From an optimization exercise on the open Yosys and OpenROAD flow, aimed at small area, a short achievable clock period and few clock cycles; shortcuts taken in it are not production practice. Function was checked by simulation only, so behaviour that the tests miss may differ from the original. Power figures rest on the tool's default switching activity, not on a simulated workload.

==> flow/design.v <==
module Instruction_Decoder(
  input        pend,
  input  [2:0] in_n, in_m,    
  input  [2:0] ir_n, ir_m,    
  input        en_n, en_m,    
  input  [7:0] busy,          
  output [7:0] sel_n, sel_m,  
  output       fwd_n, fwd_m   
);
wire [7:0] dn = pend ? (8'd1 << ir_n) : (8'd1 << in_n);
wire [7:0] dm = pend ? (8'd1 << ir_m) : (8'd1 << in_m);
assign sel_n = dn & ~busy & {8{en_n}};
assign sel_m = dm & ~busy & {8{en_m}};
assign fwd_n = |(dn & busy) & en_n;
assign fwd_m = |(dm & busy) & en_m;
endmodule
module shifter(
  input  [15:0] cy,
  input         t,
  input  [15:0] d,
  output [15:0] y
);
assign y = d ^ (cy & {16{t}});
endmodule
module ALU(
  input  [15:0] p,       
  input  [15:0] g,       
  input         inv,     
  input         a15,     
  input         is_and,  
  input         wc,      
  input         cmp,     
  input  [15:0] c,       
  input  [2:0]  nvz,     
  output [15:0] res,     
  output [15:0] out_n,   
  output [2:0]  nvz_n    
);
wire [14:0] ng1, g2, ng3, g4;
wire [14:2] np1;
wire [14:4] p2;
wire [14:8] np3;
ks_l0 l0(.g(g[14:0]), .p(p[14:0]), .ng(ng1), .np(np1));
ks_l1 l1(.ng(ng1), .np(np1), .g(g2), .p(p2));
ks_l2 l2(.g(g2), .p(p2), .ng(ng3), .np(np3));
ks_l3 l3(.ng(ng3), .np(np3), .g(g4));
wire [15:0] cy = {g4, 1'b0};
wire [15:0] r0 = is_and ? g : (p ^ {16{inv}});
wire [15:0] o0 = wc ? r0 : c;
shifter fr(.cy(cy), .t(~is_and), .d(r0), .y(res));
shifter fo(.cy(cy), .t(wc & ~is_and), .d(o0), .y(out_n));
wire [1:0] nv0 = cmp ? {~p[15], p[15] & (~p[15] ^ a15)} : nvz[2:1];
wire [1:0] nv1 = cmp ? {p[15], p[15] & (p[15] ^ a15)} : nvz[2:1];
assign nvz_n = {cy[15] ? nv1 : nv0, cmp ? &p : nvz[0]};
endmodule
module ks_l0(
  input  [14:0] g, p,
  output [14:0] ng,    
  output [14:2] np     
);
assign ng = {~(g[14:1] | (p[14:1] & g[13:0])), ~g[0]};
assign np = ~(p[14:2] & p[13:1]);
endmodule
module ks_l1(
  input  [14:0] ng,
  input  [14:2] np,
  output [14:0] g,
  output [14:4] p
);
assign g = {~(ng[14:2] & (np[14:2] | ng[12:0])), ~ng[1:0]};
assign p = ~(np[14:4] | np[12:2]);
endmodule
module ks_l2(
  input  [14:0] g,
  input  [14:4] p,
  output [14:0] ng,
  output [14:8] np
);
assign ng = {~(g[14:4] | (p[14:4] & g[10:0])), ~g[3:0]};
assign np = ~(p[14:8] & p[10:4]);
endmodule
module ks_l3(
  input  [14:0] ng,
  input  [14:8] np,
  output [14:0] g
);
assign g = {~(ng[14:8] & (np[14:8] | ng[6:0])), ~ng[7:0]};
endmodule
module cpu(clk,reset,s,load,in,out,N,V,Z,w);
input clk, reset, s, load;
input [15:0] in;
output [15:0] out;
output N, V, Z, w;
reg [15:0] ir;
reg [15:0] R [0:7];
reg pending;
always @(posedge clk) begin
  if (load) ir <= in;
  pending <= s & ~load & ~reset;
end
wire [15:0] ins = pending ? ir : in;
wire [2:0] opcode = ins[15:13];
wire [1:0] op = ins[12:11];
wire [2:0] rn = ins[10:8];
wire [2:0] rd = ins[7:5];
wire [1:0] sh = ins[4:3];
wire [2:0] rm = ins[2:0];
wire go = ((s & load) | pending) & ~reset;
wire is_movi = (opcode == 3'b110) & (op == 2'b10);
wire is_mov  = (opcode == 3'b110) & (op == 2'b00);
wire is_alu  = (opcode == 3'b101);
wire is_cmp  = is_alu & (op == 2'b01);
wire is_and  = is_alu & (op == 2'b10);
wire writes_c = is_mov | (is_alu & (op != 2'b01));
wire use_a   = is_alu & (op != 2'b11);    
wire inv     = is_alu & op[0];
reg [15:0] p2, g2;
reg a15_2, inv2, and2, wr2, wc2, cmp2;
reg [2:0] wa2;
reg [15:0] c;
reg [2:0] nvz;
wire [15:0] res, out_n;
wire [2:0] nvz_n;
wire [7:0] busy = {8{wr2}} & (8'd1 << wa2);
wire [7:0] sel_n, sel_m;
wire fwd_n, fwd_m;
Instruction_Decoder dec(.pend(pending), .in_n(in[10:8]), .in_m(in[2:0]),
  .ir_n(ir[10:8]), .ir_m(ir[2:0]), .en_n(1'b1), .en_m(1'b1), .busy(busy),
  .sel_n(sel_n), .sel_m(sel_m), .fwd_n(fwd_n), .fwd_m(fwd_m));
reg [15:0] a, bs;
integer k;
always @(*) begin
  a  = {16{fwd_n}} & res;
  bs = {16{fwd_m}} & res;
  for (k = 0; k < 8; k = k + 1) begin
    a  = a  | ({16{sel_n[k]}} & R[k]);
    bs = bs | ({16{sel_m[k]}} & R[k]);
  end
end
wire sh_n = ~is_movi & (sh == 2'b00);    
wire sh_l = ~is_movi & (sh == 2'b01);    
wire sh_r = ~is_movi & sh[1];            
wire sh_a = ~is_movi & (sh == 2'b11);    
wire [15:0] b = ({16{sh_n}} & bs) | ({16{sh_l}} & {bs[14:0], 1'b0}) |
                ({16{sh_r}} & {1'b0, bs[15:1]}) | {sh_a & bs[15], 15'd0};
wire [15:0] imm = {{8{ins[7]}}, ins[7:0]};
wire [15:0] x0 = is_movi ? imm : {16{inv}};
wire [15:0] x1 = is_movi ? imm : {16{use_a ^ inv}};
reg  [15:0] x;
always @(*)
  for (k = 0; k < 16; k = k + 1)
    x[k] = a[k] ? x1[k] : x0[k];
always @(posedge clk) begin
  p2    <= x ^ b;
  g2    <= x & b;
  a15_2 <= a[15];
  inv2  <= inv;
  and2  <= is_and;
  wr2   <= go & (is_movi | writes_c);
  wc2   <= go & writes_c;
  cmp2  <= go & is_cmp;
  wa2   <= is_movi ? rn : rd;
end
ALU alu(.p(p2), .g(g2), .inv(inv2), .a15(a15_2), .is_and(and2), .wc(wc2),
        .cmp(cmp2), .c(c), .nvz(nvz), .res(res), .out_n(out_n), .nvz_n(nvz_n));
always @(posedge clk) begin
  if (wr2) R[wa2] <= res;
  c   <= out_n;
  nvz <= nvz_n;
end
assign out = out_n;
assign {N, V, Z} = nvz_n;
assign w = ~pending;
endmodule
==> flow/flow/run.sh <==
#!/bin/bash
# The standard layout, with plain buffers (rather than the delay cells
# buffer_ports picks by default) on the input and output ports.
set -euo pipefail
bash standard.sh BUFFER_PORTS_ARGS="-buffer_cell sky130_fd_sc_hd__buf_2" finish > standard.log 2>&1
==> flow/standard.sh <==
#!/bin/bash
# synth_recipe.tcl (not shown) runs the flow's synth.tcl, then flattens the netlist and writes it again
# the make line also repeats each setting of config.mk as NAME=value (left out here)
make -C /OpenROAD-flow-scripts/flow DESIGN_CONFIG=/design/flow/config.mk WORK_HOME=/design/flow/orfs CLKGATE_MAP_FILE= SYNTH_SCRIPT=/design/flow/synth_recipe.tcl "${@:-finish}"
==> flow/config.mk <==
export PLATFORM = sky130hd
export DESIGN_NAME = cpu
export DESIGN_NICKNAME = cpu
export VERILOG_FILES = /design/flow/design.v
export SDC_FILE = /design/flow/constraint.sdc
export NUM_CORES = 4
export LEC_CHECK = 0
export CAP_MARGIN = 20
export CORE_MARGIN = 2
export CORE_UTILIZATION = 40
export CTS_BUF_LIST = sky130_fd_sc_hd__clkbuf_8
export CTS_CLUSTER_DIAMETER = 50
export CTS_CLUSTER_SIZE = 16
export SETUP_SLACK_MARGIN = 2.5
export SLEW_MARGIN = 20
export SYNTH_HIERARCHICAL = 1
export TNS_END_PERCENT = 0
==> flow/constraint.sdc <==
create_clock -name core_clock -period 5.5 [get_ports {clk}]
set_input_delay 1.1000 -clock core_clock [delete_from_list [all_inputs] [get_ports {clk}]]
set_output_delay 1.1000 -clock core_clock [all_outputs]
set_load 0.01 [all_outputs]
==> results of run 1 <==
## final cells by class
cell class	instances	area share [%]
Timing Repair Buffer	87	4.81
Tap cell	335	3.42
Multi-Input combinational cell	646	40.8
Sequential cell	205	45.6
Inverter	19	0.581
Clock buffer	27	3.03
Clock inverter	22	1.77
## through the flow
| stage | util [%] | power [mW] |
|---|---|---|
| 4_1_cts | 46.6 | 4.09 |
| 3_3_place_gp | 43.0 | 2.78 |
| 5_1_grt | 47.5 | 4.32 |
| 3_5_place_dp | 43.0 | 2.79 |
| 6_report | 47.5 | 4.14 |
| 2_1_floorplan | - | 2.50 |
## sequential cells by signal (all words and copies together) (netlist names)
name	flops
ir	16
p2	16
and2	1
inv2	1
wr2	1
wc2	1
g2	16
pending	1
wa2	3
R	128
c	16
a15_2	1
nvz	3
cmp2	1
## kinds of logic after synthesis
| group | Yosys count | synth area share [%] |
|---|---|---|
| mux | 50 | 5.46 |
| buf+inv | 74 | 3.87 |
| other cells | 2 | 0.0718 |
| flops | 205 | 53.0 |
| simple gates | 245 | 11.9 |
| fa+ha+maj | 16 | 1.91 |
| compound gates | 274 | 19.0 |
| xor+xnor | 51 | 4.70 |
## per-layer routing
layer,wire (um),share of wire (%)
met2,14800,47
met5,0,0
met4,1190,3.8
met1,12900,41
met3,2730,8.6
## per-module statistics from Yosys, one instance, submodules excluded
module | cells inside | times used | area, um2
ks_l3 | 15 | 1 | 65.1
Instruction_Decoder | 60 | 1 | 447
ks_l2 | 22 | 1 | 96.3
ks_l1 | 26 | 1 | 114
ALU | 88 | 1 | 708
shifter | 34 | 2 | 244
cpu | 610 | 1 | 8420
ks_l0 | 28 | 1 | 123
## cell usage in the layout, fill, tap and decap left out, drive strengths merged, types with 12 or more instances in the layout
cell type  synthesis  routed
nand2             93      93
nand3             38      38
nor2              24      24
nand4             15      15
and3              12      12
dfxtp             61      61
mux2              22      22
o21ai             58      58
xnor2             50      50
a21oi             43      43
a222oi            31      31
a22oi             91      91
buf               25      87
nor3              32      32
edfxtp           144     144
mux2i             27      27
o22ai             14      14
inv               19      29
clkbuf            30      27
ha                16      16
## worst max path at each step
| stage | start | end | slack, ps | depth (start not counted) |
|---|---|---|---|---|
| floorplan | in[10] | p2[12] | 2410 | 10 |
| global placement | in[1] | p2[13] | 1670 | 10 |
| detailed placement | in[2] | p2[12] | 1620 | 10 |
| CTS | p2[4] | N | 2340 | 7 |
| global route | p2[2] | out[15] | 2240 | 8 |
| finish | p2[8] | out[9] | 2310 | 7 |
## timing repair
action,CTS,global route
setup endpoints to repair,52,51
setup buffers,10,7
resized for setup,74,34
pin swaps,9,8
## worst min-delay path, stage by stage (launching register included)
cell                      delay, ps
sky130_fd_sc_hd__dfxtp_1        310
sky130_fd_sc_hd__inv_1           40
sky130_fd_sc_hd__o21ai_1         70
## power by group through the flow
stage | combinational [mW] | sequential, mW | clock (mW)
floorplan | 0.548 | 1.96 | 0
global placement | 0.790 | 1.99 | 0
detailed placement | 0.802 | 1.99 | 0
CTS | 0.852 | 1.97 | 1.26
global route | 0.999 | 1.99 | 1.33
finish | 0.927 | 1.98 | 1.24
==> impl_results.rst, run 1 <==
.. list-table::
   :header-rows: 1

   * - Metric
     - Value
   * - Share of the synthesized area in the top cell type
     - 41.3%
   * - Congestion Overflow GR
     - 0
   * - # hold bufs at CTS
     - 0
   * - Starting density of the core
     - 40.5%
   * - Worst hold slack
     - 465 ps
   * - Slack of the critical path
     - 2310 ps
   * - Global-route total usage across every layer
     - 22.2%
   * - Capture point of the worst reg-to-reg path
     - p2[11]
   * - Leading cell type by number of instances after synthesis
     - sky130_fd_sc_hd__edfxtp_1
   * - Crit path time final
     - 3190 ps
   * - Top achievable clock speed
     - 314 MHz
   * - Grt met3 use
     - 3.86%
   * - Die footprint
     - 27500 um2
   * - Clock power frac
     - 29.9%
   * - Crit-path leading delay family
     - simple AND/OR/NAND/NOR gates
   * - TritonCTS clock tree
     - yes
   * - Slowest stage cell, crit path
     - sky130_fd_sc_hd__dfxtp_4
   * - Async set-or-reset flop fraction in the synthesized netlist
     - 0%
   * - Summed negative setup slack over all endpoints
     - 0 ps
   * - Summed area of non-filler cells in the final layout
     - 12300 um2
   * - Most common library cells after synthesis
     - sky130_fd_sc_hd__edfxtp_1, sky130_fd_sc_hd__a22oi_1, sky130_fd_sc_hd__nand2_1
   * - First-pass GRT wire length
     - 47700 um
   * - Clock skew
     - 20.5 ps
   * - Final Instance Count excl. Fillers
     - 1341
   * - Sort of element at the end of the critical path
     - output port
   * - Average vias per placed instance
     - 6.13
   * - Power per unit of standard cell area
     - 338 nW/um2
   * - Initial antenna violation count
     - 0
   * - Clk root buf
     - sky130_fd_sc_hd__clkbuf_8
   * - Final routed DRC violation total
     - 0
   * - Cell accounting for the most synthesized area
     - sky130_fd_sc_hd__edfxtp_1
   * - Setup slack on the worst flop-to-flop path
     - 2400 ps
   * - Ys flop type
     - sky130_fd_sc_hd__edfxtp_1
   * - Initial detailed-routing violation count
     - 1212
   * - Share of final-layout standard cells stronger than drive strength 1
     - 28.9%
   * - Library cells used by synthesis
     - 60
   * - Number of filler cells placed in the layout
     - 2326
   * - Number of levels in the clock H-tree
     - 1
   * - Data arrival, critical path
     - 2090 ps
   * - Post-route ant nets
     - 0
   * - Worst setup slack before clock tree synthesis
     - 1620 ps
   * - RSZ-0062 raised after global routing
     - true
   * - Share of the yosys chip area belonging to registers
     - 53.0%
   * - Largest driver fanout on the critical path
     - 5
   * - Launch point of the worst hold path
     - nvz[1]
   * - Maximum number of pins on one net before global-route repair
     - 35
   * - DIE HEIGHT
     - 166 um
   * - Data required time at the worst endpoint
     - 4400 ps
   * - Gp weighted congestion
     - 0.915
   * - Number of clock sinks
     - 205
   * - Max-Slew Margin vs Limit
     - 24.0%
   * - Number of rows in the core area
     - 59
   * - Post-Synthesis Mean Instance Area
     - 11.4 um2
   * - Proportion of total power due to net switching
     - 32.3%
   * - Count of flip-flops with a built-in enable after synthesis
     - 144
   * - Final count of hold timing violations
     - 0
   * - Slew @ Worst Pin
     - 1140 ps
   * - Syn. warnings
     - 7
   * - Outcome
     - timing/DRC/antenna clean
   * - Top cells by area in the synthesized netlist
     - sky130_fd_sc_hd__edfxtp_1, sky130_fd_sc_hd__dfxtp_1, sky130_fd_sc_hd__a22oi_1
   * - IO Port Bufs
     - 39
   * - Drt wl/cell
     - 23.6 um
   * - Endpoint of the worst hold path
     - nvz[1]
   * - Reg power frac
     - 47.7%
   * - Clock Path Buffers
     - 3
   * - Critical path class
     - flip-flop to output port
   * - Sum of net half-perimeters after detailed placement
     - 21200 um
   * - Highest ir drop seen on vdd
     - 289 uV
   * - CP Launch Type
     - flip-flop
   * - Final-stage net count
     - 1022
   * - Internal power
     - 2.81 mW
   * - Diode insertion count for antenna repair
     - 0
   * - Die width
     - 166 um
   * - Area post-placement
     - 11100 um2
   * - Met2 track utilization from global routing
     - 36.6%
   * - Net switching power of the design
     - 1.34 mW
   * - Critical Path Max Stage Delay
     - 410 ps
   * - Met1 track demand over resource
     - 29.5%
   * - Synthesized netlist cell count
     - 917
   * - Gate power share
     - 22.4%
   * - Io pins
     - 40
   * - Max Transition Viols Final
     - 0
   * - Crit path buffers/inverters
     - 1
   * - Most common cell type on the critical path
     - sky130_fd_sc_hd__nand2_1
   * - Synthesized area
     - 10500 um2
   * - Cell total after placement
     - 1275
   * - Number of global-route vias before repair
     - 8048
   * - Series of cell instances along the critical path
     - nand2_1 > nor2_2 > nand2_1 > o21ai_2 > nand2_1 > xnor2_1 > buf_2
   * - Worst hold path cell count
     - 2
   * - GRT Max-Usage Layer
     - met2
   * - Total length of routed wires
     - 31600 um
   * - Area occupied by multi-input gates
     - 5000 um2
   * - Number of maximum-capacitance constraint violations
     - 0
   * - Skew-Pair Late Insertion Delay
     - 570 ps
   * - Flops & latches, synth
     - 205
   * - Area of the placeable core
     - 25800 um2
   * - Part of the cycle the worst path needs
     - 58.0%
   * - Area added between synthesis and finish
     - 17.3%
   * - Clock slew at the register clock pins of the worst setup and hold paths
     - 80 ps
   * - Number of buffers created by CTS
     - 27
   * - Worst reg-to-reg path cell count
     - 9
   * - Reg2Reg Launch Point
     - wa2[2]
   * - Cell leakage power
     - 4.39 nW
   * - Overall via count from detail_route
     - 8227
   * - Setup-violating endpoint count in the final report
     - 0
   * - Iteration count of the initial detailed-routing pass
     - 9
   * - Hold/Removal Path Class
     - flip-flop to flip-flop
   * - Area used by sequential logic in the layout
     - 5600 um2
Testbench counts, summed over its fixed seeds: cycles 24,064.
==> run 2: changes to the inputs <==
--- a/flow/config.mk
+++ b/flow/config.mk
@@ -8,9 +8,6 @@
 export CAP_MARGIN = 20
 export CORE_MARGIN = 2
 export CORE_UTILIZATION = 40
-export CTS_BUF_LIST = sky130_fd_sc_hd__clkbuf_8
-export CTS_CLUSTER_DIAMETER = 50
-export CTS_CLUSTER_SIZE = 16
 export SETUP_SLACK_MARGIN = 2.5
 export SLEW_MARGIN = 20
 export SYNTH_HIERARCHICAL = 1
==> run 2 against run 1 <==
Final area up 2.5%. Wire length up 0.74%. Cell count down 0.37%. Clock power up 23%.
==> impl_results.rst, run 2 <==
.. list-table::
   :header-rows: 1

   * - Metric
     - Value
   * - Number of rows in the core area
     - 59
   * - Worst setup slack before clock tree synthesis
     - 1620 ps
   * - Area occupied by multi-input gates
     - 5090 um2
   * - Summed negative setup slack over all endpoints
     - 0 ps
   * - Share of the yosys chip area belonging to registers
     - 53.0%
   * - Drt wl/cell
     - 23.8 um
   * - Maximum number of pins on one net before global-route repair
     - 35
   * - Congestion Overflow GR
     - 0
   * - Top achievable clock speed
     - 319 MHz
   * - Critical path class
     - primary input to flip-flop
   * - Post-Synthesis Mean Instance Area
     - 11.4 um2
   * - Ys flop type
     - sky130_fd_sc_hd__edfxtp_1
   * - RSZ-0062 raised after global routing
     - true
   * - Slack of the critical path
     - 2360 ps
   * - Max-Slew Margin vs Limit
     - 26.7%
   * - Global-route total usage across every layer
     - 22.1%
   * - Share of final-layout standard cells stronger than drive strength 1
     - 29.2%
   * - Overall via count from detail_route
     - 8242
   * - Initial detailed-routing violation count
     - 1192
   * - Area added between synthesis and finish
     - 20.2%
   * - Final-stage net count
     - 1021
   * - Summed area of non-filler cells in the final layout
     - 12600 um2
   * - Skew-Pair Late Insertion Delay
     - 520 ps
   * - Diode insertion count for antenna repair
     - 0
   * - IO Port Bufs
     - 39
   * - Die footprint
     - 27500 um2
   * - Data required time at the worst endpoint
     - 5910 ps
   * - Crit path time final
     - 3140 ps
   * - Setup-violating endpoint count in the final report
     - 0
   * - Area of the placeable core
     - 25800 um2
   * - Number of clock sinks
     - 205
   * - Cell accounting for the most synthesized area
     - sky130_fd_sc_hd__edfxtp_1
   * - Worst hold slack
     - 461 ps
   * - Area used by sequential logic in the layout
     - 5600 um2
   * - TritonCTS clock tree
     - yes
   * - Number of buffers created by CTS
     - 23
   * - Io pins
     - 40
   * - Number of filler cells placed in the layout
     - 2260
   * - Syn. warnings
     - 7
   * - Final Instance Count excl. Fillers
     - 1336
   * - First-pass GRT wire length
     - 47400 um
   * - Largest driver fanout on the critical path
     - 5
   * - Synthesized area
     - 10500 um2
   * - Total length of routed wires
     - 31800 um
   * - Sum of net half-perimeters after detailed placement
     - 21200 um
   * - CP Launch Type
     - primary input
   * - Area post-placement
     - 11100 um2
   * - Leading cell type in the layout, fill and taps excluded
     - sky130_fd_sc_hd__edfxtp_1
   * - Clk root buf
     - sky130_fd_sc_hd__clkbuf_16
   * - Iteration count of the initial detailed-routing pass
     - 7
   * - Async set-or-reset flop fraction in the synthesized netlist
     - 0%
   * - Share of the synthesized area in the top cell type
     - 41.3%
   * - DIE HEIGHT
     - 166 um
   * - Clock slew at the register clock pins of the worst setup and hold paths
     - 70 ps
   * - Highest-count cells in the layout ignoring fill and taps
     - sky130_fd_sc_hd__edfxtp_1, sky130_fd_sc_hd__a22oi_1, sky130_fd_sc_hd__nand2_1
   * - Gp weighted congestion
     - 0.915
   * - Final routed DRC violation total
     - 0
   * - Initial antenna violation count
     - 0
   * - Slew @ Worst Pin
     - 1100 ps
   * - Cell total after placement
     - 1275
   * - Clock Path Buffers
     - 3
   * - Sort of element at the end of the critical path
     - flip-flop
   * - Number of levels in the clock H-tree
     - 1
   * - Data arrival, critical path
     - 3550 ps
   * - Hold/Removal Path Class
     - flip-flop to flip-flop
   * - Outcome
     - timing/DRC/antenna clean
   * - Max FFs per register
     - 128
   * - Count of flip-flops with a built-in enable after synthesis
     - 144
   * - Synthesized netlist cell count
     - 917
   * - Most common library cells after synthesis
     - sky130_fd_sc_hd__edfxtp_1, sky130_fd_sc_hd__a22oi_1, sky130_fd_sc_hd__nand2_1
   * - Number of maximum-capacitance constraint violations
     - 0
   * - Highest ir drop seen on vdd
     - 357 uV
   * - Top cells by area in the synthesized netlist
     - sky130_fd_sc_hd__edfxtp_1, sky130_fd_sc_hd__dfxtp_1, sky130_fd_sc_hd__a22oi_1
   * - Final count of hold timing violations
     - 0
   * - Post-route ant nets
     - 0
   * - Register with the most flip-flops
     - R
   * - Cell leakage power
     - 4.47 nW
   * - Average vias per placed instance
     - 6.17
   * - Leading cell type by number of instances after synthesis
     - sky130_fd_sc_hd__edfxtp_1
   * - Die width
     - 166 um
   * - Flops & latches, synth
     - 205
   * - Max Transition Viols Final
     - 0
   * - Starting density of the core
     - 40.5%
   * - Power per unit of standard cell area
     - 354 nW/um2
   * - Part of the cycle the worst path needs
     - 57.0%
   * - Number of global-route vias before repair
     - 7989
   * - Clock skew
     - 13.4 ps
   * - Library cells used by synthesis
     - 60
==> run 2: cell counts after synthesis <==
Identical to the previous run, type by type.
==> run 2: per-module statistics from Yosys (local to each module, per instance) <==
module,flops+latches,area [um2],cells,times used
cpu,205,8420,610,1
ALU,0,708,88,1
Instruction_Decoder,0,447,60,1
shifter,0,244,34,2
ks_l0,0,123,28,1
ks_l1,0,114,26,1
ks_l2,0,96.3,22,1
ks_l3,0,65.1,15,1
==> run 2: cell families after synthesis <==
| kind of cell | synth area share, % |
|---|---|
| AO/OA/AOI/OAI | 19.0 |
| XOR/XNOR | 4.70 |
| adder cells (fa/ha/maj) | 1.91 |
| buffers and inverters | 3.87 |
| flip-flops | 53.0 |
| multiplexers | 5.46 |
| other | 0.0718 |
| AND/OR/NAND/NOR | 11.9 |
==> run 2: worst paths after layout <==
kind                 from  slack (ps)  endpoint  cells after the start
setup / recovery    in[2]        2360     p2[3]                     11
hold reg to reg    nvz[1]         460    nvz[1]                      2
setup reg to reg  pending        2450     p2[3]                     11
hold / removal     nvz[1]         460    nvz[1]                      2
==> run 2: per-layer routing <==
metal	routed length (um)	global-route usage (%)
met5	0	0
met4	1350	9.15
met3	3080	4.00
met2	14800	36.2
met1	12600	29.0
==> run 2: repair_timing <==
action / 4_1_cts / 5_1_grt
gates resized for setup: 70 / 69
gates cloned: 0 / 0
buffers inserted: 8 / 12
pin swaps: 7 / 32
endpoints found under the setup margin: 51 / 51
hold buffers: 0 / 0
==> run 2: area by class of cell <==
class	count	area share, %
clock buffer	26	4.66
clock inverter	15	1.22
inverter	19	0.567
multi-input combinational	646	40.5
sequential	205	44.5
tap	335	3.33
timing repair buffer	90	5.20
==> run 2: worst max-delay path: stages <==
cell and delay (ps):
sky130_fd_sc_hd__buf_8 100, sky130_fd_sc_hd__mux2i_4 270, sky130_fd_sc_hd__mux2i_1 250, sky130_fd_sc_hd__o22ai_1 100
sky130_fd_sc_hd__or2_4 300, sky130_fd_sc_hd__buf_6 120, sky130_fd_sc_hd__a222oi_1 480, sky130_fd_sc_hd__nand4_1 220
sky130_fd_sc_hd__mux2i_1 190, sky130_fd_sc_hd__a21oi_1 100, sky130_fd_sc_hd__ha_1 300
==> run 2: per-stage QoR <==
step           utilization (%)  power, mW
4_1_cts                   47.0       4.36
2_1_floorplan                -       2.50
3_3_place_gp              43.0       2.78
5_1_grt                   48.7       4.61
6_report                  48.7       4.45
3_5_place_dp              43.0       2.79
==> run 2: power breakdown <==
group / switching (mW) / leakage [nW] / total [mW] / internal, mW
Clock: 0.622 / 0.356 / 1.53 / 0.907
Sequential: 0.0982 / 1.83 / 1.98 / 1.88
Combinational: 0.568 / 2.29 / 0.941 / 0.374
Total: 1.29 / 4.47 / 4.45 / 3.16
==> run 3: changes to the inputs <==
--- a/flow/config.mk
+++ b/flow/config.mk
@@ -8,6 +8,9 @@
 export CAP_MARGIN = 20
 export CORE_MARGIN = 2
 export CORE_UTILIZATION = 40
+export CTS_BUF_LIST = sky130_fd_sc_hd__clkbuf_4
+export CTS_CLUSTER_DIAMETER = 40
+export CTS_CLUSTER_SIZE = 10
 export SETUP_SLACK_MARGIN = 2.5
 export SLEW_MARGIN = 20
 export SYNTH_HIERARCHICAL = 1
==> run 3 against run 2 <==
Register-to-register slack lost 140 ps. Synthesized cell count stayed put. First-iteration DRC count is 9.0% lower. Non-clock buffer count decreased by 1. Global-route usage increased by 0.45 points. Critical endpoint is now N. Still clean. Highest routed layer unchanged. Core utilization shrank 1.6 points.
==> impl_results.rst, run 3 <==
.. list-table::
   :header-rows: 1

   * - Metric
     - Value
   * - Worst hold path cell count
     - 2
   * - DIE HEIGHT
     - 166 um
   * - Sum of net half-perimeters after detailed placement
     - 21200 um
   * - Worst setup slack before clock tree synthesis
     - 1620 ps
   * - Critical Path Max Stage Delay
     - 370 ps
   * - Clock Path Buffers
     - 3
   * - Final count of hold timing violations
     - 0
   * - GRT Max-Usage Layer
     - met2
   * - Setup-violating endpoint count in the final report
     - 0
   * - Synthesized netlist cell count
     - 917
   * - Post-Synthesis Mean Instance Area
     - 11.4 um2
   * - Critical path class
     - flip-flop to output port
   * - Leading cell type in the layout, fill and taps excluded
     - sky130_fd_sc_hd__edfxtp_1
   * - Starting density of the core
     - 40.5%
   * - Cell leakage power
     - 4.35 nW
   * - Initial antenna violation count
     - 1
   * - CP Launch Type
     - flip-flop
   * - Highest-count cells in the layout ignoring fill and taps
     - sky130_fd_sc_hd__edfxtp_1, sky130_fd_sc_hd__a22oi_1, sky130_fd_sc_hd__nand2_1
   * - Data arrival, critical path
     - 2140 ps
   * - Sort of element at the end of the critical path
     - output port
   * - Top achievable clock speed
     - 309 MHz
   * - Post-route ant nets
     - 0
   * - Area of the placeable core
     - 25800 um2
   * - Final-stage net count
     - 1031
   * - Syn. warnings
     - 7
   * - Library cells used by synthesis
     - 60
   * - Slowest stage cell, crit path
     - sky130_fd_sc_hd__dfxtp_1
   * - Number of maximum-capacitance constraint violations
     - 0
   * - Endpoint of the worst hold path
     - nvz[1]
   * - Highest ir drop seen on vdd
     - 237 uV
   * - Largest driver fanout on the critical path
     - 3
   * - RSZ-0062 raised after global routing
     - true
   * - Skew-Pair Late Insertion Delay
     - 670 ps
   * - Crit path buffers/inverters
     - 1
   * - Congestion Overflow GR
     - 0
   * - Slack of the critical path
     - 2260 ps
   * - Max FFs per register
     - 128
   * - Async set-or-reset flop fraction in the synthesized netlist
     - 0%
   * - Number of rows in the core area
     - 59
   * - Drt wl/cell
     - 23.6 um
   * - Die width
     - 166 um
   * - Initial detailed-routing violation count
     - 1085
   * - Share of final-layout standard cells stronger than drive strength 1
     - 29.5%
   * - Worst hold slack
     - 468 ps
   * - Slew @ Worst Pin
     - 1140 ps
   * - Synthesized area
     - 10500 um2
   * - Number of levels in the clock H-tree
     - 2
   * - Final routed DRC violation total
     - 0
   * - Number of clock sinks
     - 205
   * - Register with the most flip-flops
     - R
   * - Overall via count from detail_route
     - 8228
   * - Max Transition Viols Final
     - 0
   * - Data required time at the worst endpoint
     - 4400 ps
   * - Cell accounting for the most synthesized area
     - sky130_fd_sc_hd__edfxtp_1
   * - Gp weighted congestion
     - 0.915
   * - Series of cell instances along the critical path
     - a21oi_4 > o21ai_2 > a21oi_2 > o21ai_2 > xnor2_2 > mux2_2 > buf_2
   * - Most common library cells after synthesis
     - sky130_fd_sc_hd__edfxtp_1, sky130_fd_sc_hd__a22oi_1, sky130_fd_sc_hd__nand2_1
   * - Met1 track demand over resource
     - 29.1%
   * - Power per unit of standard cell area
     - 338 nW/um2
   * - Count of flip-flops with a built-in enable after synthesis
     - 144
   * - Capture point of the worst reg-to-reg path
     - p2[13]
   * - Clock skew
     - 61.1 ps
   * - Share of the synthesized area in the top cell type
     - 41.3%
   * - Top cells by area in the synthesized netlist
     - sky130_fd_sc_hd__edfxtp_1, sky130_fd_sc_hd__dfxtp_1, sky130_fd_sc_hd__a22oi_1
   * - Total length of routed wires
     - 31900 um
   * - Die footprint
     - 27500 um2
   * - Area added between synthesis and finish
     - 16.4%
   * - Global-route total usage across every layer
     - 22.6%
   * - Ys flop type
     - sky130_fd_sc_hd__edfxtp_1
   * - Hold/Removal Path Class
     - flip-flop to flip-flop
   * - TritonCTS clock tree
     - yes
   * - First-pass GRT wire length
     - 48300 um
   * - Crit path time final
     - 3240 ps
   * - # hold bufs at CTS
     - 0
   * - Final core area utilization
     - 47.1%
   * - Outcome
     - timing/DRC/antenna clean
   * - Clock slew at the register clock pins of the worst setup and hold paths
     - 90 ps
   * - Number of buffers created by CTS
     - 34
   * - Reg2Reg Launch Point
     - wa2[2]
   * - Setup slack on the worst flop-to-flop path
     - 2310 ps
   * - Flops & latches, synth
     - 205
   * - Average vias per placed instance
     - 6.10
   * - Leading cell type by number of instances after synthesis
     - sky130_fd_sc_hd__edfxtp_1
   * - IO Port Bufs
     - 39
   * - Io pins
     - 40
   * - Summed negative setup slack over all endpoints
     - 0 ps
   * - Max-Slew Margin vs Limit
     - 23.4%
   * - Part of the cycle the worst path needs
     - 58.9%
   * - Met2 track utilization from global routing
     - 37.1%
   * - Launch point of the worst hold path
     - nvz[1]
   * - Most common cell type on the critical path
     - sky130_fd_sc_hd__o21ai_2
   * - Final Instance Count excl. Fillers
     - 1349
   * - Worst reg-to-reg path cell count
     - 9
   * - Maximum number of pins on one net before global-route repair
     - 35
   * - Cell total after placement
     - 1275
   * - Share of the yosys chip area belonging to registers
     - 53.0%
   * - Crit-path leading delay family
     - compound AO/OA/AOI/OAI gates
   * - Iteration count of the initial detailed-routing pass
     - 7
   * - Number of global-route vias before repair
     - 8207
   * - Grt met3 use
     - 4.93%
   * - Clk root buf
     - sky130_fd_sc_hd__clkbuf_4
## run 3: cell counts after synthesis
No cell type changed its count.
## run 3: cells by family (layout without fill, tap and decap cells)
family	after synthesis	after routing	synth area share, %
buffers and inverters	74	162	3.87
AO/OA/AOI/OAI	274	274	19.0
AND/OR/NAND/NOR	245	245	11.9
XOR/XNOR	51	51	4.70
other	2	11	0.0718
adder cells (fa/ha/maj)	16	16	1.91
flip-flops	205	205	53.0
multiplexers	50	50	5.46
## run 3: worst max path at each step
stage / start / endpoint / slack (ps) / cells after the start
2_1_floorplan: in[10] / p2[12] / 2410 / 10
3_3_place_gp: in[1] / p2[13] / 1670 / 10
3_5_place_dp: in[2] / p2[12] / 1620 / 10
4_1_cts: p2[6] / out[15] / 2300 / 8
5_1_grt: g2[2] / out[13] / 2120 / 7
6_report: g2[1] / N / 2260 / 7
## run 3: final cells by class
class | instances | area (um2)
well taps | 335 | 419
diodes | 1 | 2.50
multi-input cells | 646 | 4960
clock inverters | 18 | 251
clock buffers | 36 | 270
repair buffers | 89 | 597
inverters | 19 | 71.3
fillers | 2326 | 13700
flip-flops and latches | 205 | 5610
## run 3: report_power, final
group	switching, mW	internal, mW
sequential	0.0976	1.88
combinational	0.562	0.364
clock	0.592	0.616
## run 3: per-module statistics from Yosys, one instance, submodules excluded, excerpt
module	cell area, um2	flops+latches	cells
ks_l0	123	0	28
ALU	708	0	88
ks_l2	96.3	0	22
cpu	8420	205	610
ks_l1	114	0	26
ks_l3	65.1	0	15
## run 3: metrics by stage
stage               cell area [um2]  power, mW
global route                  12200       4.29
global placement              11100       2.78
finish                        12200       4.11
detailed placement            11100       2.79
floorplan                     10500       2.50
CTS                           12100       4.09
## run 3: worst min-delay path: cells and delay by family, from the launching register on
family / cells / cell delay [ps]
compound gates: 1 / 70
buf+inv: 1 / 40
flops: 1 / 310
## run 3: repair_timing
item,CTS,global route
resized for setup,92,17
endpoints found under the hold margin,0,0
setup buffers,16,3
pin swaps,11,7
setup endpoints to repair,52,51
## run 3: routing by layer
| layer | wire, um | vias to the layer above | part of all wire (%) |
|---|---|---|---|
| met3 | 2950 | 90 | 9.3 |
| met5 | 0 | - | 0 |
| met2 | 15100 | 436 | 47 |
| met1 | 12700 | 3971 | 40 |
| met4 | 1120 | 0 | 3.5 |
| li1 | - | 3731 | - |
==> run 4: changes to the inputs <==
==> flow/config.mk (replaced) <==
export PLATFORM = sky130hd
export DESIGN_NAME = cpu
export DESIGN_NICKNAME = cpu
export VERILOG_FILES = /design/flow/design.v
export SDC_FILE = /design/flow/constraint.sdc
export NUM_CORES = 4
export LEC_CHECK = 0
export CAP_MARGIN = 20
export CORE_MARGIN = 2
export CORE_UTILIZATION = 40
export CTS_BUF_LIST = sky130_fd_sc_hd__clkbuf_8
export CTS_CLUSTER_DIAMETER = 50
export CTS_CLUSTER_SIZE = 16
export SETUP_SLACK_MARGIN = 2.1
export SLEW_MARGIN = 20
export SYNTH_HIERARCHICAL = 1
export TNS_END_PERCENT = 0
==> run 4 against run 3 <==
Synthesized cell count stayed put. Critical path depth stayed put. Wire length is 0.27% lower. Hold slack better by 4.3 ps. First-iteration DRC count is 2.6% lower. Largest power group unchanged. Worst setup slack worse by 140 ps. Sequential power hardly changed.
==> impl_results.rst, run 4 <==
.. list-table::
   :header-rows: 1

   * - Metric
     - Value
   * - Max Transition Viols Final
     - 0
   * - Total power after layout
     - 3.99 mW
   * - DIE HEIGHT
     - 166 um
   * - Final routed DRC violation total
     - 0
   * - Setup-violating endpoint count in the final report
     - 0
   * - Number of buffers created by CTS
     - 25
   * - Library cells used by synthesis
     - 60
   * - Top cells by area in the synthesized netlist
     - sky130_fd_sc_hd__edfxtp_1, sky130_fd_sc_hd__dfxtp_1, sky130_fd_sc_hd__a22oi_1
   * - Top achievable clock speed
     - 296 MHz
   * - Count of flip-flops with a built-in enable after synthesis
     - 144
   * - Overall via count from detail_route
     - 8117
   * - Clk root buf
     - sky130_fd_sc_hd__clkbuf_8
   * - Final Instance Count excl. Fillers
     - 1311
   * - Reg power frac
     - 49.1%
   * - Most common cell type on the critical path
     - sky130_fd_sc_hd__a21oi_1
   * - Async set-or-reset flop fraction in the synthesized netlist
     - 0%
   * - Ys flop type
     - sky130_fd_sc_hd__edfxtp_1
   * - CP Launch Type
     - flip-flop
   * - Synthesized area
     - 10500 um2
   * - Synthesized netlist cell count
     - 917
   * - Final count of hold timing violations
     - 0
   * - Io pins
     - 40
   * - Number of rows in the core area
     - 59
   * - Share of the yosys chip area belonging to registers
     - 53.0%
   * - Leading cell type in the layout, fill and taps excluded
     - sky130_fd_sc_hd__edfxtp_1
   * - TritonCTS clock tree
     - yes
   * - Maximum number of pins on one net before global-route repair
     - 35
   * - Net switching power of the design
     - 1.28 mW
   * - Diode insertion count for antenna repair
     - 0
   * - Cell leakage power
     - 4.04 nW
   * - Logic depth of the worst path, buffers included
     - 7
   * - # hold bufs at CTS
     - 0
   * - Post-route ant nets
     - 0
   * - Cell accounting for the most synthesized area
     - sky130_fd_sc_hd__edfxtp_1
   * - Critical Path Source
     - g2[7]
   * - Number of filler cells placed in the layout
     - 2365
   * - Sort of element at the end of the critical path
     - output port
   * - Clock skew
     - 19.5 ps
   * - Crit-path leading delay family
     - compound AO/OA/AOI/OAI gates
   * - Gate power share
     - 20.9%
   * - Internal power
     - 2.71 mW
   * - Critical path class
     - flip-flop to output port
   * - Crit path time final
     - 3380 ps
   * - Number of global-route vias before repair
     - 8018
   * - Skew-Pair Late Insertion Delay
     - 560 ps
   * - RSZ-0062 raised after global routing
     - true
   * - Max-Slew Margin vs Limit
     - 22.6%
   * - Share of final-layout standard cells stronger than drive strength 1
     - 21.1%
   * - Largest driver fanout on the critical path
     - 4
   * - Number of levels in the clock H-tree
     - 1
   * - IO Port Bufs
     - 39
   * - Syn. warnings
     - 7
   * - Clock Path Buffers
     - 3
   * - Initial detailed-routing violation count
     - 1057
   * - Hold/Removal Path Class
     - flip-flop to flip-flop
   * - Final-stage net count
     - 994
   * - Highest-count cells in the layout ignoring fill and taps
     - sky130_fd_sc_hd__edfxtp_1, sky130_fd_sc_hd__a22oi_1, sky130_fd_sc_hd__nand2_1
   * - Crit path buffers/inverters
     - 1
   * - Outcome
     - timing/DRC/antenna clean
   * - Max FFs per register
     - 128
   * - Gp weighted congestion
     - 0.920
   * - Part of the cycle the worst path needs
     - 61.5%
   * - Series of cell instances along the critical path
     - a21oi_1 > o21ai_1 > a21oi_1 > o21ai_4 > xnor2_1 > mux2_2 > buf_2
   * - Launch point of the worst hold path
     - nvz[0]
   * - Average vias per placed instance
     - 6.19
   * - Clock power frac
     - 30.0%
   * - Worst hold path cell count
     - 2
   * - Power per unit of standard cell area
     - 339 nW/um2
   * - Worst reg-to-reg path cell count
     - 9
   * - Clock slew at the register clock pins of the worst setup and hold paths
     - 80 ps
   * - Initial antenna violation count
     - 0
   * - Area added between synthesis and finish
     - 12.6%
   * - Sum of net half-perimeters after detailed placement
     - 20100 um
   * - Cell total after placement
     - 1262
   * - Share of the synthesized area in the top cell type
     - 41.3%
   * - Global-route total usage across every layer
     - 22.4%
   * - Starting density of the core
     - 40.5%
   * - Most common library cells after synthesis
     - sky130_fd_sc_hd__edfxtp_1, sky130_fd_sc_hd__a22oi_1, sky130_fd_sc_hd__nand2_1
   * - Area of the placeable core
     - 25800 um2
   * - Setup slack on the worst flop-to-flop path
     - 2170 ps
   * - Data required time at the worst endpoint
     - 4400 ps
   * - Flops & latches, synth
     - 205
   * - Congestion Overflow GR
     - 0
   * - Die width
     - 166 um
   * - Highest ir drop seen on vdd
     - 235 uV
   * - Slowest stage cell, crit path
     - sky130_fd_sc_hd__dfxtp_1
   * - Number of clock sinks
     - 205
   * - Drt wl/cell
     - 24.2 um
   * - Iteration count of the initial detailed-routing pass
     - 8
   * - Number of maximum-capacitance constraint violations
     - 0
   * - Reg2Reg Launch Point
     - pending
   * - Register with the most flip-flops
     - R
   * - First-pass GRT wire length
     - 47800 um
   * - Data arrival, critical path
     - 2280 ps
   * - Critical Path Max Stage Delay
     - 370 ps
   * - Die footprint
     - 27500 um2
   * - Proportion of total power due to net switching
     - 32.1%
   * - Total length of routed wires
     - 31800 um
   * - Leading cell type by number of instances after synthesis
     - sky130_fd_sc_hd__edfxtp_1
   * - Summed negative setup slack over all endpoints
     - 0 ps
   * - Slew @ Worst Pin
     - 1160 ps
   * - Post-Synthesis Mean Instance Area
     - 11.4 um2
-- run 4: routing by layer --
| layer | vias to the layer above | routed length, um | global-route usage [%] |
|---|---|---|---|
| met5 | - | 0 | 0 |
| met4 | 0 | 1040 | 9.45 |
| met3 | 81 | 3540 | 5.22 |
| met2 | 500 | 14400 | 35.3 |
| met1 | 3885 | 12700 | 29.8 |
| li1 | 3651 | - | - |
-- run 4: cell type report --
| class | count | area (um2) | share of cell area, % |
|---|---|---|---|
| multi-input combinational | 646 | 4780 | 40.6 |
| sequential | 205 | 5560 | 47.2 |
| timing repair buffer | 61 | 389 | 3.30 |
| clock buffer | 25 | 344 | 2.92 |
| clock inverter | 20 | 216 | 1.84 |
| inverter | 19 | 71.3 | 0.605 |
| tap | 335 | 419 | 3.56 |
-- run 4: path summary, 6_finish.rpt --
path | to
max | N
min reg2reg | nvz[0]
min | nvz[0]
max reg2reg | p2[2]
-- run 4: power groups by stage --
| stage | Combinational [mW] | Clock, mW | Sequential, mW |
|---|---|---|---|
| 2_1_floorplan | 0.547 | 0 | 1.96 |
| 3_3_place_gp | 0.788 | 0 | 1.99 |
| 3_5_place_dp | 0.799 | 0 | 1.99 |
| 4_1_cts | 0.804 | 1.23 | 1.96 |
| 5_1_grt | 0.903 | 1.29 | 1.97 |
| 6_report | 0.834 | 1.20 | 1.96 |
-- run 4: tightest hold or removal path: stages (launching register included) --
cell and delay (ps):
sky130_fd_sc_hd__dfxtp_1 300, sky130_fd_sc_hd__inv_1 50, sky130_fd_sc_hd__o22ai_2 70
-- run 4: modules after synthesis (local to each module, per instance) --
module               flops+latches  cells
ALU                              0     88
Instruction_Decoder              0     60
cpu                            205    610
ks_l0                            0     28
ks_l1                            0     26
ks_l2                            0     22
ks_l3                            0     15
shifter                          0     34
-- run 4: through the flow --
stage	setup WS, ps	hold slack (ps)	instance area [um2]	utilization [%]
finish	2120	472	11800	45.6
global route	1970	491	11800	45.6
CTS	2030	474	11600	45.1
detailed placement	1300	461	11100	42.9
global placement	1390	460	11100	42.9
floorplan	2220	486	10500	-
-- run 4: cell families after synthesis --
family	count (synthesis)	synth area share, %
AOI/OAI and AO/OA	274	19.0
DFF	205	53.0
and+or+nand+nor	245	11.9
xor gates and xnor gates	51	4.70
muxes	50	5.46
adders and majority gates	16	1.91
buffers and inverters	74	3.87
other	2	0.0718
-- run 4: repair_timing --
action	in CTS	in global routing
setup endpoints to repair	44	39
setup buffers	0	4
hold endpoints to repair	0	0
pin swaps	1	1
gates resized for setup	5	17
==> run 5: changes to the inputs <==
--- a/flow/design.v
+++ b/flow/design.v
@@ -14,13 +14,13 @@
 assign fwd_n = |(dn & busy) & en_n;
 assign fwd_m = |(dm & busy) & en_m;
 endmodule
-module shifter(
-  input  [15:0] cy,
-  input         t,
-  input  [15:0] d,
-  output [15:0] y
+module shifter #(parameter W = 16) (
+  input  [W-1:0] cy,
+  input  [W-1:0] t,
+  input  [W-1:0] d,
+  output [W-1:0] y
 );
-assign y = d ^ (cy & {16{t}});
+assign y = d ^ (cy & t);
 endmodule
 module ALU(
   input  [15:0] p,       
@@ -47,11 +47,13 @@
 wire [15:0] cy = {g4, 1'b0};
 wire [15:0] r0 = is_and ? g : (p ^ {16{inv}});
 wire [15:0] o0 = wc ? r0 : c;
-shifter fr(.cy(cy), .t(~is_and), .d(r0), .y(res));
-shifter fo(.cy(cy), .t(wc & ~is_and), .d(o0), .y(out_n));
-wire [1:0] nv0 = cmp ? {~p[15], p[15] & (~p[15] ^ a15)} : nvz[2:1];
-wire [1:0] nv1 = cmp ? {p[15], p[15] & (p[15] ^ a15)} : nvz[2:1];
-assign nvz_n = {cy[15] ? nv1 : nv0, cmp ? &p : nvz[0]};
+shifter fr(.cy(cy), .t({16{~is_and}}), .d(r0), .y(res));
+shifter fo(.cy(cy), .t({16{wc & ~is_and}}), .d(o0), .y(out_n));
+wire n0 = cmp ? ~p[15] : nvz[2];
+wire v0 = cmp ? p[15] & (~p[15] ^ a15) : nvz[1];
+shifter #(2) fnv(.cy({2{cy[15]}}), .t({cmp, cmp & p[15]}), .d({n0, v0}),
+                 .y(nvz_n[2:1]));
+assign nvz_n[0] = cmp ? &p : nvz[0];
 endmodule
 module ks_l0(
   input  [14:0] g, p,
--- a/flow/config.mk
+++ b/flow/config.mk
@@ -11,7 +11,7 @@
 export CTS_BUF_LIST = sky130_fd_sc_hd__clkbuf_8
 export CTS_CLUSTER_DIAMETER = 50
 export CTS_CLUSTER_SIZE = 16
-export SETUP_SLACK_MARGIN = 2.1
+export SETUP_SLACK_MARGIN = 2.5
 export SLEW_MARGIN = 20
 export SYNTH_HIERARCHICAL = 1
 export TNS_END_PERCENT = 0
==> run 5 against run 4 <==
First-iteration DRC count decreased by 4.4%. Synthesized area fell by 1.3%. Via count rose by 1.8%. Non-clock buffer count grew 27. Hold slack gained 16 ps. Register-to-register slack better by 270 ps. Clock power shrank 11%. Sequential share of layout area down 2.0 points. Wire length rose by 0.73%.
==> impl_results.rst, run 5 <==
.. list-table::
   :header-rows: 1

   * - Metric
     - Value
   * - Initial detailed-routing violation count
     - 1010
   * - Iteration count of the initial detailed-routing pass
     - 10
   * - Clock skew
     - 37.8 ps
   * - Starting density of the core
     - 40.9%
   * - Top cells by area in the synthesized netlist
     - sky130_fd_sc_hd__edfxtp_1, sky130_fd_sc_hd__dfxtp_1, sky130_fd_sc_hd__a22oi_1
   * - Top achievable clock speed
     - 322 MHz
   * - Clk root buf
     - sky130_fd_sc_hd__clkbuf_8
   * - Async set-or-reset flop fraction in the synthesized netlist
     - 0%
   * - Skew-Pair Late Insertion Delay
     - 580 ps
   * - Die width
     - 165 um
   * - Highest-count cells in the layout ignoring fill and taps
     - sky130_fd_sc_hd__edfxtp_1, sky130_fd_sc_hd__a22oi_1, sky130_fd_sc_hd__nand2_1
   * - Final-stage net count
     - 1022
   * - Diode insertion count for antenna repair
     - 0
   * - Data arrival, critical path
     - 2000 ps
   * - Synthesized netlist cell count
     - 915
   * - Total length of routed wires
     - 32000 um
   * - Highest ir drop seen on vdd
     - 247 uV
   * - TritonCTS clock tree
     - yes
   * - Critical Path Source
     - p2[7]
   * - Die footprint
     - 27100 um2
   * - IO Port Bufs
     - 39
   * - Series of cell instances along the critical path
     - nand2_2 > nor2_2 > nand2_1 > o21ai_4 > nand2_2 > xnor2_2 > buf_2
   * - Ys flop type
     - sky130_fd_sc_hd__edfxtp_1
   * - Area of the placeable core
     - 25300 um2
   * - Max-Slew Margin vs Limit
     - 25.0%
   * - Sum of net half-perimeters after detailed placement
     - 20300 um
   * - Initial antenna violation count
     - 0
   * - Io pins
     - 40
   * - Launch point of the worst hold path
     - nvz[0]
   * - RSZ-0062 raised after global routing
     - true
   * - Reg2Reg Launch Point
     - wr2
   * - Area post-placement
     - 11000 um2
   * - Largest driver fanout on the critical path
     - 5
   * - Capture point of the worst reg-to-reg path
     - p2[15]
   * - Endpoint of the worst hold path
     - nvz[0]
   * - Most common cell type on the critical path
     - sky130_fd_sc_hd__nand2_2
   * - Number of buffers created by CTS
     - 23
   * - Setup slack on the worst flop-to-flop path
     - 2440 ps
   * - Library cells used by synthesis
     - 58
   * - Summed negative setup slack over all endpoints
     - 0 ps
   * - Count of flip-flops with a built-in enable after synthesis
     - 144
   * - Slew @ Worst Pin
     - 1120 ps
   * - Gp weighted congestion
     - 0.920
   * - Post-Synthesis Mean Instance Area
     - 11.3 um2
   * - Worst reg-to-reg path cell count
     - 10
   * - Leading cell type in the layout, fill and taps excluded
     - sky130_fd_sc_hd__edfxtp_1
   * - Setup-violating endpoint count in the final report
     - 0
   * - Share of the synthesized area in the top cell type
     - 41.9%
   * - Critical Path Max Stage Delay
     - 400 ps
   * - Most common library cells after synthesis
     - sky130_fd_sc_hd__edfxtp_1, sky130_fd_sc_hd__nand2_1, sky130_fd_sc_hd__a22oi_1
   * - DIE HEIGHT
     - 165 um
   * - Post-route ant nets
     - 0
   * - First-pass GRT wire length
     - 46700 um
   * - Critical path class
     - flip-flop to output port
   * - Number of rows in the core area
     - 58
   * - Share of the yosys chip area belonging to registers
     - 53.7%
   * - Slowest stage cell, crit path
     - sky130_fd_sc_hd__dfxtp_4
   * - Cell leakage power
     - 4.40 nW
   * - Number of levels in the clock H-tree
     - 1
   * - Hold/Removal Path Class
     - flip-flop to flip-flop
   * - Number of maximum-capacitance constraint violations
     - 0
   * - Part of the cycle the worst path needs
     - 56.4%
   * - Cell accounting for the most synthesized area
     - sky130_fd_sc_hd__edfxtp_1
   * - Average vias per placed instance
     - 6.20
   * - Number of clock sinks
     - 205
   * - Maximum number of pins on one net before global-route repair
     - 37
   * - Leading cell type by number of instances after synthesis
     - sky130_fd_sc_hd__edfxtp_1
   * - Clock slew at the register clock pins of the worst setup and hold paths
     - 90 ps
   * - Data required time at the worst endpoint
     - 4400 ps
   * - Congestion Overflow GR
     - 0
   * - Max FFs per register
     - 128
   * - Worst hold path cell count
     - 1
   * - CP Launch Type
     - flip-flop
   * - Flops & latches, synth
     - 205
   * - Share of final-layout standard cells stronger than drive strength 1
     - 30.3%
   * - Crit path buffers/inverters
     - 1
   * - Syn. warnings
     - 7
   * - Area added between synthesis and finish
     - 20.1%
   * - Register with the most flip-flops
     - R
   * - Sort of element at the end of the critical path
     - output port
   * - Final count of hold timing violations
     - 0
   * - Overall via count from detail_route
     - 8262
   * - Summed area of non-filler cells in the final layout
     - 12400 um2
   * - Crit-path leading delay family
     - simple AND/OR/NAND/NOR gates
   * - Crit path time final
     - 3100 ps
   * - Final routed DRC violation total
     - 0
   * - Global-route total usage across every layer
     - 22.9%
   * - Max Transition Viols Final
     - 0
   * - Number of global-route vias before repair
     - 7892
   * - Synthesized area
     - 10300 um2
   * - Outcome
     - timing/DRC/antenna clean
   * - Power per unit of standard cell area
     - 323 nW/um2
   * - Drt wl/cell
     - 24.0 um
   * - # hold bufs at CTS
     - 0
   * - Clock Path Buffers
     - 3
run 5: how the worst max path moves through the flow:
stage	end	slack, ps	cells past startpoint
CTS	p2[14]	2410	9
global placement	p2[12]	1650	10
global route	N	2300	7
detailed placement	p2[12]	1590	10
finish	N	2400	7
floorplan	p2[12]	2410	10
run 5: cell families (layout without fill, tap and decap cells):
group           after synthesis  in the layout  synth area share (%)
other cells                   2             10                0.0727
mux                          49             49                  5.46
flops                       205            205                  53.7
fa+ha+maj                    16             16                  1.94
xor+xnor                     51             51                  4.32
simple gates                247            248                  11.9
buf+inv                      70            148                  3.34
compound gates              275            275                  19.3
run 5: report_power, final:
group / leakage, nW / switching (mW) / internal [mW]
logic: 2.33 / 0.581 / 0.382
registers: 1.83 / 0.0935 / 1.88
clock network: 0.251 / 0.632 / 0.438
run 5: modules after synthesis, one instance, submodules excluded, a selection:
module	times used	cell area (um2)	flops+latches	cells inside
cpu	1	8420	205	610
ALU	1	637	0	86
Instruction_Decoder	1	447	0	60
shifter	2	200	0	32
ks_l0	1	123	0	28
ks_l1	1	114	0	26
ks_l2	1	96.3	0	22
ks_l3	1	65.1	0	15
run 5: metal layers:
| metal | GRT usage [%] | part of all wire (%) |
|---|---|---|
| met1 | 30.3 | 40 |
| met2 | 37.1 | 46 |
| met3 | 4.50 | 10 |
| met4 | 9.29 | 3.9 |
| met5 | 0 | 0 |
run 5: what timing repair did:
item / in CTS / in global routing
pin swaps: 10 / 16
cloned: 0 / 2
setup buffers: 10 / 14
endpoints found under the setup margin: 51 / 50
resized for setup: 88 / 70
run 5: area by class of cell:
cell class / count / area (um2)
fillers: 2249 / 12800
flip-flops and latches: 205 / 5610
multi-input cells: 649 / 5170
repair buffers: 88 / 671
well taps: 330 / 413
clock buffers: 23 / 317
clock inverters: 18 / 166
inverters: 19 / 71.3
run 5: per-stage QoR:
step           cells  power, mW  util [%]  worst slack (ps)  hold slack (ps)
3_5_place_dp    1265       2.77      43.6              1590              445
4_1_cts         1316       3.91      47.2              2410              479
6_report        1332       4.00      49.1              2400              488
2_1_floorplan    923       2.48         -              2410              489
3_3_place_gp    1265       2.75      43.6              1650              462
5_1_grt         1332       4.17      49.1              2300              511
Testbench counts of run 5, summed over its fixed seeds: cycles 24,064.
==> run 6: changes to the inputs <==
--- a/flow/config.mk
+++ b/flow/config.mk
@@ -11,6 +11,7 @@
 export CTS_BUF_LIST = sky130_fd_sc_hd__clkbuf_8
 export CTS_CLUSTER_DIAMETER = 50
 export CTS_CLUSTER_SIZE = 16
+export PLACE_DENSITY = 0.8
 export SETUP_SLACK_MARGIN = 2.5
 export SLEW_MARGIN = 20
 export SYNTH_HIERARCHICAL = 1
==> run 6 against run 5 <==
Largest power group unchanged. Wire length shrank 4.5%. Sequential share of layout area grew 0.74 points. Global-route usage shrank 1.0 points. Critical path depth grew 3.
==> impl_results.rst, run 6 <==
.. list-table::
   :header-rows: 1

   * - Metric
     - Value
   * - Die footprint
     - 27100 um2
   * - Critical path class
     - primary input to flip-flop
   * - Outcome
     - timing/DRC/antenna clean
   * - Max Transition Viols Final
     - 0
   * - Iteration count of the initial detailed-routing pass
     - 6
   * - Congestion Overflow GR
     - 0
   * - Share of the yosys chip area belonging to registers
     - 53.7%
   * - Register with the most flip-flops
     - R
   * - Data required time at the worst endpoint
     - 5920 ps
   * - Area occupied by multi-input gates
     - 5120 um2
   * - Maximum number of pins on one net before global-route repair
     - 35
   * - Max FFs per register
     - 128
   * - Gate power share
     - 24.8%
   * - Synthesized area
     - 10300 um2
   * - Syn. warnings
     - 7
   * - Leading cell type by number of instances after synthesis
     - sky130_fd_sc_hd__edfxtp_1
   * - Number of global-route vias before repair
     - 8284
   * - Post-route ant nets
     - 0
   * - Leading cell type in the layout, fill and taps excluded
     - sky130_fd_sc_hd__edfxtp_1
   * - Skew-Pair Late Insertion Delay
     - 540 ps
   * - Net switching power of the design
     - 1.26 mW
   * - Overall via count from detail_route
     - 8462
   * - Top achievable clock speed
     - 316 MHz
   * - Summed negative setup slack over all endpoints
     - 0 ps
   * - Slew @ Worst Pin
     - 1110 ps
   * - Share of the synthesized area in the top cell type
     - 41.9%
   * - Area post-placement
     - 11000 um2
   * - Cell total after placement
     - 1269
   * - Critical Path Max Stage Delay
     - 750 ps
   * - Diode insertion count for antenna repair
     - 0
   * - Number of levels in the clock H-tree
     - 1
   * - Proportion of total power due to net switching
     - 32.0%
   * - Sum of net half-perimeters after detailed placement
     - 19700 um
   * - Sort of element at the end of the critical path
     - flip-flop
   * - Drt wl/cell
     - 23.1 um
   * - # hold bufs at CTS
     - 0
   * - Area added between synthesis and finish
     - 18.1%
   * - DIE HEIGHT
     - 165 um
   * - Final Instance Count excl. Fillers
     - 1321
   * - Most common library cells after synthesis
     - sky130_fd_sc_hd__edfxtp_1, sky130_fd_sc_hd__nand2_1, sky130_fd_sc_hd__a22oi_1
   * - Clk root buf
     - sky130_fd_sc_hd__clkbuf_8
   * - Internal power
     - 2.67 mW
   * - Summed area of non-filler cells in the final layout
     - 12200 um2
   * - Setup-violating endpoint count in the final report
     - 0
   * - Average vias per placed instance
     - 6.41
   * - Highest-count cells in the layout ignoring fill and taps
     - sky130_fd_sc_hd__edfxtp_1, sky130_fd_sc_hd__nand2_1, sky130_fd_sc_hd__a22oi_1
   * - Part of the cycle the worst path needs
     - 57.6%
   * - Final count of hold timing violations
     - 0
   * - Initial detailed-routing violation count
     - 1421
   * - Clock power frac
     - 24.8%
   * - Number of rows in the core area
     - 58
   * - Share of final-layout standard cells stronger than drive strength 1
     - 28.5%
   * - Async set-or-reset flop fraction in the synthesized netlist
     - 0%
   * - Hold/Removal Path Class
     - flip-flop to flip-flop
   * - Number of buffers created by CTS
     - 21
   * - Cell leakage power
     - 4.35 nW
   * - Max-Slew Margin vs Limit
     - 25.9%
   * - RSZ-0062 raised after global routing
     - true
   * - Library cells used by synthesis
     - 58
   * - Initial antenna violation count
     - 1
   * - CP Launch Type
     - primary input
   * - Post-Synthesis Mean Instance Area
     - 11.3 um2
   * - Number of clock sinks
     - 205
   * - Gp weighted congestion
     - 0.944
   * - Clock slew at the register clock pins of the worst setup and hold paths
     - 90 ps
   * - Clock Path Buffers
     - 3
   * - Ys flop type
     - sky130_fd_sc_hd__edfxtp_1
   * - TritonCTS clock tree
     - yes
   * - Series of cell instances along the critical path
     - buf_2 > nor3_1 > o21ai_1 > nor3_4 > buf_4 > a222oi_1 > nand2_1 > o22ai_1 > a21oi_1 > ha_1
   * - Final routed DRC violation total
     - 0
   * - Slack of the critical path
     - 2330 ps
   * - Area of the placeable core
     - 25300 um2
   * - Synthesized netlist cell count
     - 915
   * - Area used by sequential logic in the layout
     - 5600 um2
   * - Power per unit of standard cell area
     - 322 nW/um2
   * - Io pins
     - 40
   * - Cell accounting for the most synthesized area
     - sky130_fd_sc_hd__edfxtp_1
   * - Setup slack on the worst flop-to-flop path
     - 2370 ps
   * - Highest ir drop seen on vdd
     - 335 uV
   * - Total power after layout
     - 3.93 mW
   * - Final-stage net count
     - 1014
   * - Total length of routed wires
     - 30600 um
   * - First-pass GRT wire length
     - 45700 um
   * - Reg power frac
     - 50.4%
   * - Worst setup slack before clock tree synthesis
     - 1700 ps
   * - Die width
     - 165 um
   * - Clock skew
     - 21.0 ps
   * - Number of maximum-capacitance constraint violations
     - 0
   * - Largest driver fanout on the critical path
     - 10
   * - Count of flip-flops with a built-in enable after synthesis
     - 144
   * - Starting density of the core
     - 40.9%
   * - Slowest stage cell, crit path
     - sky130_fd_sc_hd__a222oi_1
   * - Top cells by area in the synthesized netlist
     - sky130_fd_sc_hd__edfxtp_1, sky130_fd_sc_hd__dfxtp_1, sky130_fd_sc_hd__a22oi_1
   * - Global-route total usage across every layer
     - 21.9%
   * - Flops & latches, synth
     - 205
   * - Crit path time final
     - 3170 ps
   * - IO Port Bufs
     - 39
   * - Number of filler cells placed in the layout
     - 2125
   * - Data arrival, critical path
     - 3590 ps
[run 6: cell counts after synthesis]
No cell type changed its count.
[run 6: metal layers]
metal  track usage, %  vias to the layer above  wire [um]
li1                 -                     3695          -
met1             26.7                     3952      10800
met2             35.5                      665      14100
met3             5.95                      150       4050
met4             11.5                        0       1670
met5                0                        -          0
[run 6: final timing paths]
check | start | to | depth (start not counted)
setup / recovery | in[1] | p2[10] | 10
hold / removal | nvz[0] | nvz[0] | 1
setup reg to reg | wr2 | p2[10] | 9
hold reg to reg | nvz[0] | nvz[0] | 1
[run 6: cells by family after synthesis]
kind of cell	Yosys count	synth area share [%]
AO/OA/AOI/OAI	275	19.3
XOR/XNOR	51	4.32
adder cells (fa/ha/maj)	16	1.94
buffers and inverters	70	3.34
flip-flops	205	53.7
multiplexers	49	5.46
other	2	0.0727
AND/OR/NAND/NOR	247	11.9
[run 6: stage by stage]
step / hold WS (ps) / utilization [%]
6_report: 478 / 48.3
5_1_grt: 489 / 48.3
4_1_cts: 469 / 47.2
3_5_place_dp: 454 / 43.6
3_3_place_gp: 453 / 43.6
2_1_floorplan: 489 / -
[run 6: modules after synthesis (local to each module, per instance), a selection]
module               copies in the design  flip-flops and latches  cell area [um2]  cells inside
cpu                                     1                     205             8420           610
ALU                                     1                       0              637            86
Instruction_Decoder                     1                       0              447            60
shifter                                 2                       0              200            32
ks_l0                                   1                       0              123            28
ks_l1                                   1                       0              114            26
ks_l2                                   1                       0             96.3            22
ks_l3                                   1                       0             65.1            15
[run 6: final cells by class]
class                   count  share of cell area [%]
multi-input cells         648                    42.0
clock inverters            15                   0.985
inverters                  19                   0.585
repair buffers             83                    4.80
clock buffers              21                    2.37
flip-flops and latches    205                    45.9
well taps                 330                    3.38
[run 6: power groups by stage]
| stage | registers, mW | clock network, mW | logic, mW |
|---|---|---|---|
| floorplan | 1.95 | 0 | 0.531 |
| global placement | 1.98 | 0 | 0.752 |
| detailed placement | 1.98 | 0 | 0.775 |
| CTS | 1.97 | 0.990 | 0.885 |
| global route | 1.99 | 1.05 | 1.04 |
| finish | 1.98 | 0.975 | 0.975 |
[run 6: worst max-delay path: cells and delay by family]
kind	cells	cell delay (ps)
compound gates	4	1430
buf+inv	2	370
simple gates	3	370
fa+ha+maj	1	300
[run 6: what timing repair did]
item / 4_1_cts / 5_1_grt
resized for setup: 105 / 34
pin swaps: 19 / 6
cloned: 0 / 1
setup buffers: 10 / 5
setup endpoints to repair: 51 / 50

## static timing again, ports no longer ideal
Ports are ideal in the flow. The routed layouts listed here were re-timed in OpenROAD.
Step 1 (the two cells are an assumption about what drives the block):
set clk [get_ports {clk}]
set_driving_cell -lib_cell sky130_fd_sc_hd__clkbuf_16 $clk
set_driving_cell -lib_cell sky130_fd_sc_hd__buf_2 [delete_from_list [all_inputs] $clk]
Step 2 also shifts input and output timing later by t, the mid clock arrival at the registers, as if the neighbouring blocks saw the same clock.
Three values: ideal ports, drivers, drivers and shift; two values: the first two.
run	shift t [ns]	setup slack, ns	worst setup path after step 2
run 1	0.603	2.310 / 2.267 / 1.767	input to register
run 2	0.556	2.362 / 2.354 / 1.814	input to register
run 3	0.678	2.260 / 2.218 / 1.659	input to register
run 4	0.597	2.119 / 2.075 / 1.628	input to register
run 5	0.607	2.399 / 2.353 / 1.828	input to register
run 6	0.575	2.332 / 2.340 / 1.777	input to register
After both steps every run listed still meets setup and hold. The setup slack of run 3, which loses most, moves by -0.042 ns with the drivers and by -0.601 ns with both steps.
